Source: an optimization exercise on an open RTL-to-GDS flow (aim: small area). Production flows keep margins and buffers that such runs may drop. Only simulation tests tie the RTL to the original design; equivalence was not proved.

==> run F <==
// PROCESSOR
module PROCESSOR(input reset, clk, input [31:0] instr, output [31:0] pc,
                 output zero_flag, output [31:0] Write_data);
clock: 21.0 ns
lec_check: 0
cap_margin: 20
core_margin: 2
core_utilization: 40
setup_slack_margin: 0.2
slew_margin: 20
standard.sh (not shown) runs the stock make flow with config.mk's settings and CLKGATE_MAP_FILE= SYNTH_SCRIPT=/design/flow/synth_recipe.tcl, a recipe that flattens the netlist after the stock synthesis.
==> flow/flow/run.sh <==
#!/bin/bash
# The standard layout flow with these changes:
# - synthesis: the design's c_<gate> leaf modules are mapped one-to-one onto the library cells
#   of the same function (flow/map_cells.tcl, run as ORFS's SYNTH_CANONICALIZE_TCL hook)
#   instead of being flattened and re-mapped by ABC;
# - placement: the buffer put on every input and output port is buf_1 instead of the
#   buffer_ports default;
# - clock tree: larger sink clusters driven by clkbuf_8/clkbuf_16, and no dummy loads.
set -euo pipefail
bash standard.sh SYNTH_CANONICALIZE_TCL="$PWD/flow/map_cells.tcl" \
  BUFFER_PORTS_ARGS="-buffer_cell sky130_fd_sc_hd__buf_1" \
  CTS_ARGS="-sink_clustering_enable -repair_clock_nets -buf_list {sky130_fd_sc_hd__clkbuf_8 sky130_fd_sc_hd__clkbuf_16} -sink_clustering_size 28 -sink_clustering_max_diameter 100 -dont_use_dummy_load" \
  finish > standard_flow.log 2>&1
==> flow/flow/map_cells.tcl <==
# Map the design's c_<gate> leaf modules one-to-one onto the sky130_fd_sc_hd cells of the same
# function and pin names, so that synthesis keeps them as they are.
foreach {c lib} {
  a222oi a222oi_1  a22oi a22oi_1  a21oi a21oi_1  o21ai o21ai_0
  or2 or2_0  and2 and2_1  and3 and3_1  and2s and2_4  and3s and3_4  nor3s nor3_2  mux2s mux2_4  inv2 inv_2  inv4 inv_4  a22os a22o_2  nand2 nand2_1  nand3 nand3_1  nand4 nand4_1  nor2 nor2_1  nor3 nor3_1  nor4 nor4_1
  inv inv_1  xor2 xor2_1  xnor2 xnor2_1  mux2 mux2_1  mux2i mux2i_1  mux4 mux4_2
  fa fa_1  ha ha_1
} {
  yosys chtype -map c_$c sky130_fd_sc_hd__$lib
}
yosys hierarchy -top $::env(DESIGN_NAME)
==> run E: changes against run F <==
--- a/flow/flow/run.sh
+++ b/flow/flow/run.sh
@@ -4,4 +4,5 @@
 #   of the same function (flow/map_cells.tcl, run as ORFS's SYNTH_CANONICALIZE_TCL hook)
 #   instead of being flattened and re-mapped by ABC;
+# - floorplan: the constant outputs share one tie cell (SKIP_REPAIR_TIE_FANOUT);
 # - placement: the buffer put on every input and output port is buf_1 instead of the
 #   buffer_ports default;
@@ -9,4 +10,5 @@
 set -euo pipefail
 bash standard.sh SYNTH_CANONICALIZE_TCL="$PWD/flow/map_cells.tcl" \
+  SKIP_REPAIR_TIE_FANOUT=1 \
   BUFFER_PORTS_ARGS="-buffer_cell sky130_fd_sc_hd__buf_1" \
   CTS_ARGS="-sink_clustering_enable -repair_clock_nets -buf_list {sky130_fd_sc_hd__clkbuf_8 sky130_fd_sc_hd__clkbuf_16} -sink_clustering_size 28 -sink_clustering_max_diameter 100 -dont_use_dummy_load" \
--- a/flow/config.mk
+++ b/flow/config.mk
@@ -8,5 +8,5 @@
 export CAP_MARGIN = 20
 export CORE_MARGIN = 2
-export CORE_UTILIZATION = 40
+export CORE_UTILIZATION = 45
 export SETUP_SLACK_MARGIN = 0.2
 export SLEW_MARGIN = 20
==> out/qor.csv <==
metric,value,unit
Iteration-0 DRC Markers,11938,
crit-path max FO,27,
# clk buffers,46,
Seq/total area,53.9,%
final wirelength,228000,um
n_diodes,7,
Layout fillers,12360,
largest net degree at the start of global routing,36,
status,timing/DRC/antenna clean,
clock skew,0.106,ns
That was run F.
==> out/qor.csv <==
metric,value,unit
average routed wire per standard cell,42.0,um
Seq/total area,54.3,%
WP buf/inv,5,
TritonRoute pass-1 iters,20,
clock skew,0.121,ns
status,timing/DRC/antenna clean,
NonClk Buf Share,1.14,%
n_diodes,8,
largest net degree at the start of global routing,35,
final wirelength,225000,um
GPL Wtd Cong,1.01,
post-synthesis xor/xnor area fraction,1.52,%
Iteration-0 DRC Markers,12051,
Layout fillers,10583,
"Data arrival, critical path",15.77,ns
That was run E.

* * *

==> inputs of v2 <==
PROCESSOR, a different RTL version from the one above (not shown whole).
export LEC_CHECK = 0
export CAP_MARGIN = 20
export CORE_MARGIN = 2
export CORE_UTILIZATION = 40
export SETUP_SLACK_MARGIN = 0.2
export SLEW_MARGIN = 20
create_clock -name core_clock -period 21.0 [get_ports {clk}]
==> flow/flow/run.sh <==
#!/bin/bash
# The standard layout flow with these changes:
# - synthesis: the design's c_<gate> leaf modules are mapped one-to-one onto the library cells
#   of the same function (flow/map_cells.tcl, run as ORFS's SYNTH_CANONICALIZE_TCL hook)
#   instead of being flattened and re-mapped by ABC;
# - placement: the buffer put on every input and output port is buf_1 instead of the
#   buffer_ports default;
# - clock tree: larger sink clusters driven by clkbuf_8/clkbuf_16, and no dummy loads.
set -euo pipefail
bash standard.sh SYNTH_CANONICALIZE_TCL="$PWD/flow/map_cells.tcl" \
  BUFFER_PORTS_ARGS="-buffer_cell sky130_fd_sc_hd__buf_1" \
  CTS_ARGS="-sink_clustering_enable -repair_clock_nets -buf_list {sky130_fd_sc_hd__clkbuf_8 sky130_fd_sc_hd__clkbuf_16} -sink_clustering_size 28 -sink_clustering_max_diameter 100 -dont_use_dummy_load" \
  finish > standard_flow.log 2>&1
==> flow/flow/map_cells.tcl <==
# Map the design's c_<gate> leaf modules one-to-one onto the sky130_fd_sc_hd cells of the same
# function and pin names, so that synthesis keeps them as they are.
foreach {c lib} {
  a222oi a222oi_1  a22oi a22oi_1  a21oi a21oi_1  o21ai o21ai_0
  or2 or2_0  and2 and2_1  and3 and3_1  and2s and2_4  and3s and3_4  nor3s nor3_2  mux2s mux2_4  inv2 inv_2  nand2 nand2_1  nand3 nand3_1  nand4 nand4_1  nor2 nor2_1  nor3 nor3_1  nor4 nor4_1
  inv inv_1  xor2 xor2_1  xnor2 xnor2_1  mux2 mux2_1  mux2i mux2i_1  mux4 mux4_2
  fa fa_1  ha ha_1
} {
  yosys chtype -map c_$c sky130_fd_sc_hd__$lib
}
yosys hierarchy -top $::env(DESIGN_NAME)
==> v9: changes against v2 <==
--- a/flow/config.mk
+++ b/flow/config.mk
@@ -9,3 +9,3 @@
 export CORE_MARGIN = 2
-export CORE_UTILIZATION = 40
+export CORE_UTILIZATION = 45
 export SETUP_SLACK_MARGIN = 0.2
==> reports/metrics.yaml <==
p_per_area_nw_per_um2: 78.85
dieWidth_um: 356.8
crit_family: "compound AO/OA/AOI/OAI gates"
r2r_setup_slack_ns: 9.74
slowest_delay_ns: 0.84
critPathSlowestCell: "nor3_2"
wl_per_cell_um: 41.44
fin_hold_ws_ns: 0.5073
status: "timing/DRC/antenna clean"
vias_per_cell: 8.045
fillers: 10650
buffers: 158
dp_hpwl_mm: 139.6
tap_cells: 1637
multi_input_area_um2: 23290
[end of results for v9]
==> reports/metrics.yaml <==
r2r_setup_slack_ns: 9.62
yosys_warnings: 1
vias_per_cell: 7.749
fillers: 12520
critical_path_peak_fanout: 32
dieWidth_um: 378.3
dp_hpwl_mm: 138.6
tap_cells: 1876
dp.cells: 5620
wl_per_cell_um: 39.69
p_per_area_nw_per_um2: 78.72
crit_family: "simple AND/OR/NAND/NOR gates"
buffers: 150
nonClockInverterCount: 138
fin_hold_ws_ns: 0.5164
critPathSlowestCell: "and3_4"
ys_seq_elements: 1093
post-route-util: 0.4346
status: "timing/DRC/antenna clean"
slowest_delay_ns: 0.71
multi_input_area_um2: 23290
[end of results for v2]

## afterwards: timing with drivers on the ports
Ports are ideal in the flow. The routed layouts listed here were re-timed in OpenROAD. Step 1 sets driving cells, clkbuf_16 on the clock port and buf_2 on the other inputs (assumed; they add their load-dependent delay and slew). Step 2 also shifts input and output timing later by t, the mid clock arrival at the registers, as if the neighbouring blocks saw the same clock. Slacks: ideal ports / drivers / drivers and shift; pairs: ideal ports / drivers.
run | t, ns | slack for setup (ns) | hold slack, ns | worst setup path at the end | clock arrival spread, ns
run F | 0.693 | 0.824 / 0.704 / 0.704 | 0.504 / 0.504 / 0.504 | input to output | 0.106 / 0.106
run E | 0.679 | 1.031 / 0.911 / 0.911 | 0.510 / 0.510 / 0.510 | input to output | 0.121 / 0.120
v2 | 0.703 | 1.276 / 1.238 / 1.238 | 0.516 / 0.516 / 0.516 | input to output | 0.091 / 0.090
v9 | 0.684 | 1.161 / 1.136 / 1.136 | 0.507 / 0.507 / 0.507 | input to output | 0.090 / 0.089
After both steps every run listed still meets setup and hold.
